Background: an optimization exercise with open tools, aiming at small area, a short achievable clock period and few clock cycles. Do not read the settings as production practice. Function was checked by simulation only, so behaviour that the tests miss may differ from the original.

**design/flow/run.sh**
```bash
#!/bin/bash
# synth_recipe.tcl (not shown) runs the flow's synth.tcl, then flattens the netlist and writes it again
# the make line also repeats each setting of config.mk as NAME=value (left out here)
make -C /OpenROAD-flow-scripts/flow DESIGN_CONFIG=/design/flow/config.mk WORK_HOME=/design/flow/orfs CLKGATE_MAP_FILE= SYNTH_SCRIPT=/design/flow/synth_recipe.tcl finish
```
**design/flow/design.v**
```verilog
module fft_core #(
    parameter DATA_WIDTH = 16,
    parameter N = 16
)(
    input  wire clk,
    input  wire reset,
    input  wire start_fft,
    input  wire [N*DATA_WIDTH-1:0] real_in,    
    input  wire [N*DATA_WIDTH-1:0] imag_in,    
    output wire [N*DATA_WIDTH-1:0] real_out,   
    output wire [N*DATA_WIDTH-1:0] imag_out,   
    output reg  fft_done                       
);
    localparam W = DATA_WIDTH;
    wire [N*W-1:0] s1_r, s1_i;
    reg  [N*W-1:0] st_r, st_i;
    genvar g;
    generate
        for (g = 0; g < 4; g = g + 1) begin : s1
            wire [W-1:0] a_r = real_in[(4*g+0)*W +: W], a_i = imag_in[(4*g+0)*W +: W];
            wire [W-1:0] b_r = real_in[(4*g+1)*W +: W], b_i = imag_in[(4*g+1)*W +: W];
            wire [W-1:0] c_r = real_in[(4*g+2)*W +: W], c_i = imag_in[(4*g+2)*W +: W];
            wire [W-1:0] d_r = real_in[(4*g+3)*W +: W], d_i = imag_in[(4*g+3)*W +: W];
            wire [W-1:0] p = a_r + c_r, q = a_r - c_r;
            wire [W-1:0] r = a_i + c_i, s = a_i - c_i;
            wire [W-1:0] t = b_r + d_r, u = b_r - d_r;
            wire [W-1:0] v = b_i + d_i;
            assign s1_r[(4*g+0)*W +: W] = p + t;
            assign s1_i[(4*g+0)*W +: W] = r + v;
            assign s1_r[(4*g+1)*W +: W] = p - v;
            assign s1_i[(4*g+1)*W +: W] = s + u;
            assign s1_r[(4*g+2)*W +: W] = p - t;
            assign s1_i[(4*g+2)*W +: W] = r - v;
            assign s1_r[(4*g+3)*W +: W] = q + v;
            assign s1_i[(4*g+3)*W +: W] = s - u;
        end
        for (g = 0; g < 4; g = g + 1) begin : s2
            wire [W-1:0] a_r = st_r[(g+0)*W +: W],  a_i = st_i[(g+0)*W +: W];
            wire [W-1:0] b_r = st_r[(g+4)*W +: W],  b_i = st_i[(g+4)*W +: W];
            wire [W-1:0] c_r = st_r[(g+8)*W +: W],  c_i = st_i[(g+8)*W +: W];
            wire [W-1:0] d_r = st_r[(g+12)*W +: W], d_i = st_i[(g+12)*W +: W];
            wire [W-1:0] p = a_r + c_r, q = a_r - c_r;
            wire [W-1:0] r = a_i + c_i, s = a_i - c_i;
            wire [W-1:0] t = b_r + d_r, u = b_r - d_r;
            wire [W-1:0] v = b_i + d_i;
            assign real_out[(g+0)*W +: W]  = p + t;
            assign imag_out[(g+0)*W +: W]  = r + v;
            assign real_out[(g+4)*W +: W]  = p - v;
            assign imag_out[(g+4)*W +: W]  = s + u;
            assign real_out[(g+8)*W +: W]  = p - t;
            assign imag_out[(g+8)*W +: W]  = r - v;
            assign real_out[(g+12)*W +: W] = q + v;
            assign imag_out[(g+12)*W +: W] = s - u;
        end
    endgenerate
    always @(posedge clk) begin
        st_r <= s1_r;
        st_i <= s1_i;
    end
    always @(posedge clk or posedge reset) begin
        if (reset) fft_done <= 1'b0;
        else       fft_done <= start_fft;
    end
endmodule
```
**design/flow/constraint.sdc**
```tcl
create_clock -name core_clock -period 7.0 [get_ports {clk}]
set_input_delay 1.4000 -clock core_clock [delete_from_list [all_inputs] [get_ports {clk}]]
set_output_delay 1.4000 -clock core_clock [all_outputs]
set_load 0.01 [all_outputs]
```
**design/flow/config.mk**
```make
export PLATFORM = sky130hd
export DESIGN_NAME = fft_core
export DESIGN_NICKNAME = fft_core
export VERILOG_FILES = /design/flow/design.v
export SDC_FILE = /design/flow/constraint.sdc
export NUM_CORES = 4
export LEC_CHECK = 0
export CAP_MARGIN = 20
export CORE_MARGIN = 2
export CORE_UTILIZATION = 40
export PLACE_DENSITY = 0.6
export SLEW_MARGIN = 20
```
==> run notes, run 1 <==
status=timing/DRC/antenna clean; DRT iter0 DRCs=around 6100; final WL=394000 µm; clock root buffer=clkbuf_16; cell count after synthesis=11220; std cell rows=about 170; worst path required time=approximately 5.6 ns; number of global-route vias before repair=around 80000; die area=222600 µm²; ys flop type=dfxtp_1; P&R area growth vs syn=20.10%; clock sinks=roughly 500; area occupied by multi-input gates=70750 µm²; Synth top area share=0.2547; top cells by count, synth=1789 x inv_1, 1782 x ha_1, 1137 x xnor2_1; Port-buffer cells=between 1000 and 1500; via-per-instance ratio=between 5 and 6; first-pass GRT wire length=roughly 550000 µm; Buf/Inv on CP=2; Final GP Congestion=1.035; TritonCTS clock tree=done; dominant cell by count in the synthesized netlist=inv_1; GRT Total Usage=0.3395; Post-Syn Nets=13740; total gr overflow=0; placed cells=15010; Critical Path Start Type=flop; register area share after synthesis=0.1146; H-tree Lvls=3; area leader, netlist=ha_1; Worst-Margin Slew=1.225 ns; final instance area=about 110000 µm²; Ys Warns=1; MaxCap Viol Count=0; critical path capture point type=output port; Synth Cell Area=around 88000 µm²; fin crit period=between 6 and 7 ns; final setup vio count=0; crit path DAT=about 5.5 ns; Die W=~470 µm; number of synthesized register bits=501; critical path cell sequence=inv_1, ha_1, or3_1, o211ai_1, o31a_1, a21oi_1, nor2_1, nor2_1, xor2_2, ha_1, or4_1, o21ba_2, o31ai_2, a21oi_1, o21bai_1, xnor2_1, clkdlybuf4s50_1; final hold violations=0; total CTS buffers=67; DP Wirelength=between 300000 and 400000 µm; Initial Util=0.4027; Setup TNS=0 ns; clk buf depth=3; main area contributors after synthesis=ha_1 25%, dfxtp_1 11%, xnor2_1 11%; largest net degree at the start of global routing=17; DP Area=between 100000 and 150000 µm²; Vias=about 83000; core footprint=around 220000 µm²; number of synthesized flops with an enable pin=0; Final period util=0.9786; RSZ-0062 raised after global routing=true; Post-Layout Cell Count=between 15000 and 20000; fmax=between 0.1 and 0.15 GHz; Final ANT Viol Nets=0; TritonRoute pass-1 iters=5; fraction of registers with async set/reset=0.001996; Slew Limit Headroom=0.1774; Clock transition at path regs=about 0.070 ns; # nets final=14760; Critical Path Max Stage Delay=0.58 ns; DRC=0; synth unique cells=101; share of cells above drive strength 1=0.04750; Avg Cell Area, Syn=~7.8 µm²; IO Pins=1028; FF/Latch Area=between 10000 and 15000 µm²; max-slew violation count=0; initial antenna violation count=59; Crit Path Max Fanout=7; height of the die=471.8 µm; FILL cells=around 21000; Post-CTS Hold Fix Bufs=0; CP delay by family, top=compound AO/OA/AOI/OAI gates; Layout Utilization=0.4837; type of the tightest min-delay check=in -> async; WS Path Type=reg -> out; drt wl/cell=roughly 26 µm; CP max stage cell=or4_1
[through the flow]
step,hold slack (ns),worst slack (ns)
2_1_floorplan,1.129,1.207
5_1_grt,0.8626,-0.02571
6_report,0.8719,0.1500
3_3_place_gp,1.539,0.1577
3_5_place_dp,1.549,0.04899
4_1_cts,0.8298,-0.02009
[final cells by class]
type,count,share of cell area
Antenna cell,25,0.0005950
Clock buffer,85,0.01727
Clock inverter,38,0.004939
Inverter,1792,0.06398
Multi-Input combinational cell,8666,0.6729
Sequential cell,501,0.09546
Tap cell,2854,0.03396
Timing Repair Buffer,1212,0.1109
[routing by layer]
metal / up-vias / global-route usage / wire [µm]
li1: 39610 / - / -
met1: 39720 / 0.4431 / 172400
met2: 2790 / 0.5633 / 178500
met3: 494 / 0.03576 / 21940
met4: 18 / 0.1507 / 20940
met5: - / 0 / 135
[cells by family (layout without fill, tap and decap cells)]
group                    Yosys count  after routing  share of synthesized area
AND/OR/NAND/NOR                 2198           2198                     0.1206
adder cells (fa/ha/maj)         2006           2006                     0.3059
other                              0             25                          0
flip-flops                       501            501                     0.1146
buffers and inverters           2056           3127                    0.08951
AO/OA/AOI/OAI                   2938           2938                     0.2151
XOR/XNOR                        1503           1503                     0.1518
multiplexers                      21             21                   0.002444
[flip-flops by register name (all words and copies together), names as in the netlist]
register  flops
st_r        252
st_i        248
fft_done      1
[cells in the final DEF, fill, tap and decap left out, drive strengths merged, types with 224 or more instances in the layout]
cell,instances
a21o,256
a21oi,1092
o21ai,435
nor2,886
xor2,356
xnor2,1140
inv,1803
fa,224
dfxtp,500
nand2,306
clkdlybuf4s50,1004
o21bai,375
ha,1782
[final timing paths]
kind | from | to | slack, ns | cells past startpoint
setup / recovery | st_r[180] | real_out[190] | 0.15 | 17
hold / removal | reset | fft_done | 0.87 | 2
max in group asynchronous | reset | fft_done | 6.04 | 2
min in group core_clock | start_fft | fft_done | 1.17 | 1
[what timing repair did]
item,CTS,global route
resized for setup,86,160
hold endpoints to repair,0,0
pin swaps,12,36
endpoints found under the setup margin,62,91
setup buffers,6,12
Testbench counts, summed over its fixed seeds: cycles 2,056.
==> inputs of run 2 (changes only) <==
==> design/flow/flow/run.sh (new file) <==
#!/bin/bash
set -o pipefail
cp standard.sh standard.sh.txt 2>/dev/null
export BUFFER_PORTS_ARGS="-buffer_cell sky130_fd_sc_hd__buf_2"
bash standard.sh > standard.log 2>&1
==> design/flow/standard.sh (new file) <==
#!/bin/bash
# synth_recipe.tcl (not shown) runs the flow's synth.tcl, then flattens the netlist and writes it again
# the make line also repeats each setting of config.mk as NAME=value (left out here)
make -C /OpenROAD-flow-scripts/flow DESIGN_CONFIG=/design/flow/config.mk WORK_HOME=/design/flow/orfs CLKGATE_MAP_FILE= SYNTH_SCRIPT=/design/flow/synth_recipe.tcl "${@:-finish}"
removed: design/flow/run.sh
==> run 2 against run 1 <==
First-iteration DRC count grew 6.9%. Routed wire length shrank 2.1%. Non-clock buffer count shrank 67. Core utilization shrank 2.9 points. Cell area shrank 5.9%. Critical path depth grew 4. Via count grew 0.31%.
==> run notes, run 2 <==
GRT Total Usage=0.3309 (was 0.3395); std cell rows=171 (unchanged); crit path DAT=5.39 ns (was 5.45 ns); Compound-Gate Fraction of Synth Area=0.2151 (unchanged); DP Wirelength=344700 µm (was 352700 µm); register area share after synthesis=0.1146 (unchanged); Ys Warns=1 (unchanged); area occupied by multi-input gates=70150 µm² (was 70750 µm²); via-per-instance ratio=5.481 (was 5.446); cell count after synthesis=11220 (unchanged); Worst-Margin Slew=1.356 ns (was 1.225 ns); Initial Util=0.4027 (unchanged); highest routed layer=met5 (unchanged); DRC=0 (unchanged); clock root buffer=clkbuf_16 (unchanged); Final GP Congestion=1.020 (was 1.035); Avg Cell Area, Syn=7.801 µm² (unchanged); first-pass GRT wire length=541000 µm (was 552100 µm); main area contributors after synthesis=ha_1 25%, dfxtp_1 11%, xnor2_1 11% (unchanged); Largest register FFs=252 (unchanged); fraction of registers with async set/reset=0.001996 (unchanged); multiplexer area fraction after synthesis=0.002444 (unchanged); clk buf depth=3 (unchanged); fmax=0.1473 GHz (was 0.1460 GHz); final setup vio count=0 (unchanged); Layout Utilization=0.4551 (was 0.4837); core footprint=217400 µm² (unchanged); TritonRoute pass-1 iters=8 (was 5); die area=222600 µm² (unchanged); initial antenna violation count=93 (was 59); worst path required time=5.60 ns (about the same); Die W=471.8 µm (unchanged); Critical Path Start Type=flop (unchanged); status=timing/DRC/antenna clean (unchanged); number of synthesized flops with an enable pin=0 (unchanged); Post-Syn Nets=13740 (unchanged); number of synthesized register bits=501 (unchanged); fin crit period=6.788 ns (was 6.850 ns); Crit Path Max Fanout=6 (was 7); P&R area growth vs syn=13.01% (was 20.10%); total CTS buffers=61 (was 67); final WL=385600 µm (was 394000 µm); critical path capture point type=output port (unchanged); Vias=82880 (was 82630); DRT iter0 DRCs=6545 (was 6123); Slew Limit Headroom=0.08919 (was 0.1774); Synth top area share=0.2547 (unchanged); DR WL met3=24280 µm (was 21940 µm); area leader, netlist=ha_1 (unchanged); Final ANT Viol Nets=0 (unchanged); final hold violations=0 (unchanged); Reg with most FFs=st_r (unchanged); type of the tightest min-delay check=in -> async (unchanged); met1 wire length=165100 µm (was 172400 µm); simple-gate share of the synthesized area=0.1206 (unchanged); Final period util=0.9698 (was 0.9786); synth unique cells=101 (unchanged); total gr overflow=0 (unchanged); Clock transition at path regs=0.07 ns (about the same); IO Pins=1028 (unchanged); height of the die=471.8 µm (unchanged); FILL cells=21900 (was 21260); number of global-route vias before repair=79850 (was 80360); MaxCap Viol Count=0 (unchanged); Top Registers=st_r x252, st_i x248, fft_done x1 (unchanged); dominant cell by count in the synthesized netlist=inv_1 (unchanged); max-slew violation count=0 (unchanged); ys flop type=dfxtp_1 (unchanged); Port-buffer cells=1027 (unchanged); commonest cells after routing, fill and taps aside=1789 x inv_1, 1776 x ha_1, 1113 x xnor2_1 (was 1789 x inv_1, 1758 x ha_1, 1099 x xnor2_1); H-tree Lvls=2 (was 3); FF/Latch Area=10030 µm² (was 10040 µm²); post-synthesis adder-cell area fraction=0.3059 (unchanged); # nets final=14690 (was 14760); XOR/XNOR Fraction of Synth Area=0.1518 (unchanged); share of cells above drive strength 1=0.1178 (was 0.04750); Synth Cell Area=87550 µm² (unchanged); most common cell after layout, fill and taps aside=inv_1 (unchanged); top cells by count, synth=1789 x inv_1, 1782 x ha_1, 1137 x xnor2_1 (unchanged); TritonCTS clock tree=done (unchanged); drt wl/cell=25.50 µm (was 25.96 µm); clock sinks=501 (unchanged); main combinational cell family by area after synthesis=adder cells (unchanged); largest net degree at the start of global routing=18 (was 17); WS Path Type=reg -> out (unchanged); Routed met2 length=175200 µm (was 178500 µm)
run 2: cell types whose count changed in the layout (fill, tap and decap cells not counted), moves of 18 or more:
cell,delta
buf_4,-69
buf_2,+1026
diode_2,+25
ha_1,+18
clkdlybuf4s50_1,-1004
run 2: cell type report:
type | count | share of cell area
antenna | 50 | 0.001265
clock buffer | 72 | 0.01635
clock inverter | 43 | 0.006829
inverter | 1792 | 0.06799
multi-input combinational | 8666 | 0.7091
sequential | 501 | 0.1014
tap | 2854 | 0.03609
timing repair buffer | 1145 | 0.06095
run 2: path summary, 6_finish.rpt:
check,startpoint,to,slack (ns)
worst min-delay path,reset,fft_done,0.50
min in group core_clock,start_fft,fft_done,0.78
max in group asynchronous,reset,fft_done,6.42
worst max-delay path,st_i[112],real_out[255],0.21
run 2: critical path: stages (launching register included):
cell      delay (ns)
dfxtp_1         0.30
ha_2            0.23
fa_1            0.42
a21o_1          0.19
a21oi_2         0.18
o21bai_1        0.11
a21oi_2         0.19
o21ai_1         0.12
a41o_1          0.30
a21oi_2         0.17
o21bai_2        0.11
xnor2_2         0.19
fa_1            0.53
inv_1           0.05
ha_1            0.34
a21o_1          0.19
a21oi_1         0.15
nor2b_1         0.07
a311oi_2        0.26
xor2_1          0.24
xnor2_1         0.21
buf_2           0.19
run 2: through the flow:
step	hold WS [ns]	worst slack [ns]	cell area, µm²	setup TNS (ns)	std cells
final	0.4966	0.2117	98930	0	15120
after global routing	0.4718	-0.03952	98840	-0.03952	15090
after CTS	0.4424	0.0001421	98390	0	15070
after detailed placement	1.233	0.3249	95970	0	14950
after global placement	1.232	0.3034	95970	0	14950
after floorplan	1.129	1.207	87550	0	11220
run 2: per-layer routing:
metal | track usage | vias up
li1 | - | 39500
met1 | 0.4296 | 39850
met2 | 0.5520 | 2943
met3 | 0.03440 | 562
met4 | 0.1475 | 28
met5 | 0 | -
run 2: kinds of logic (layout without fill, tap and decap cells):
group,count (synthesis),count (layout)
multiplexers,21,21
AND/OR/NAND/NOR,2198,2198
AO/OA/AOI/OAI,2938,2938
buffers and inverters,2056,3052
flip-flops,501,501
adder cells (fa/ha/maj),2006,2006
XOR/XNOR,1503,1503
other,0,50
run 2: what timing repair did:
item / 4_1_cts / 5_1_grt
gates resized for setup: 18 / 74
hold buffers: 0 / 0
setup endpoints to repair: 21 / 52
pin swaps: 5 / 17
setup buffers: 3 / 7

separate check: timing with driven ports:
The flow's constraints put no driver on any port. The routed layouts listed below were extracted and timed again, unchanged, in two steps.
Step 1 assumes that a clkbuf_16 drives the clock port and a buf_2 every other input.
Step 2, shift: input delay + t, output delay - t, t = (earliest + latest rising clock arrival at the registers) / 2. This alone moves slack from input paths to output paths.
Slacks: ideal ports / drivers / drivers and shift; pairs: ideal ports / drivers.
run	t (ns)	setup WS [ns]	worst setup path after step 2	pins driven straight from the clock port
run 1	0.750	0.150 / 0.068 / 0.353	input to register	1
run 2	0.768	0.212 / 0.133 / 0.664	input to register	1
After both steps setup and hold are still met in every run listed.
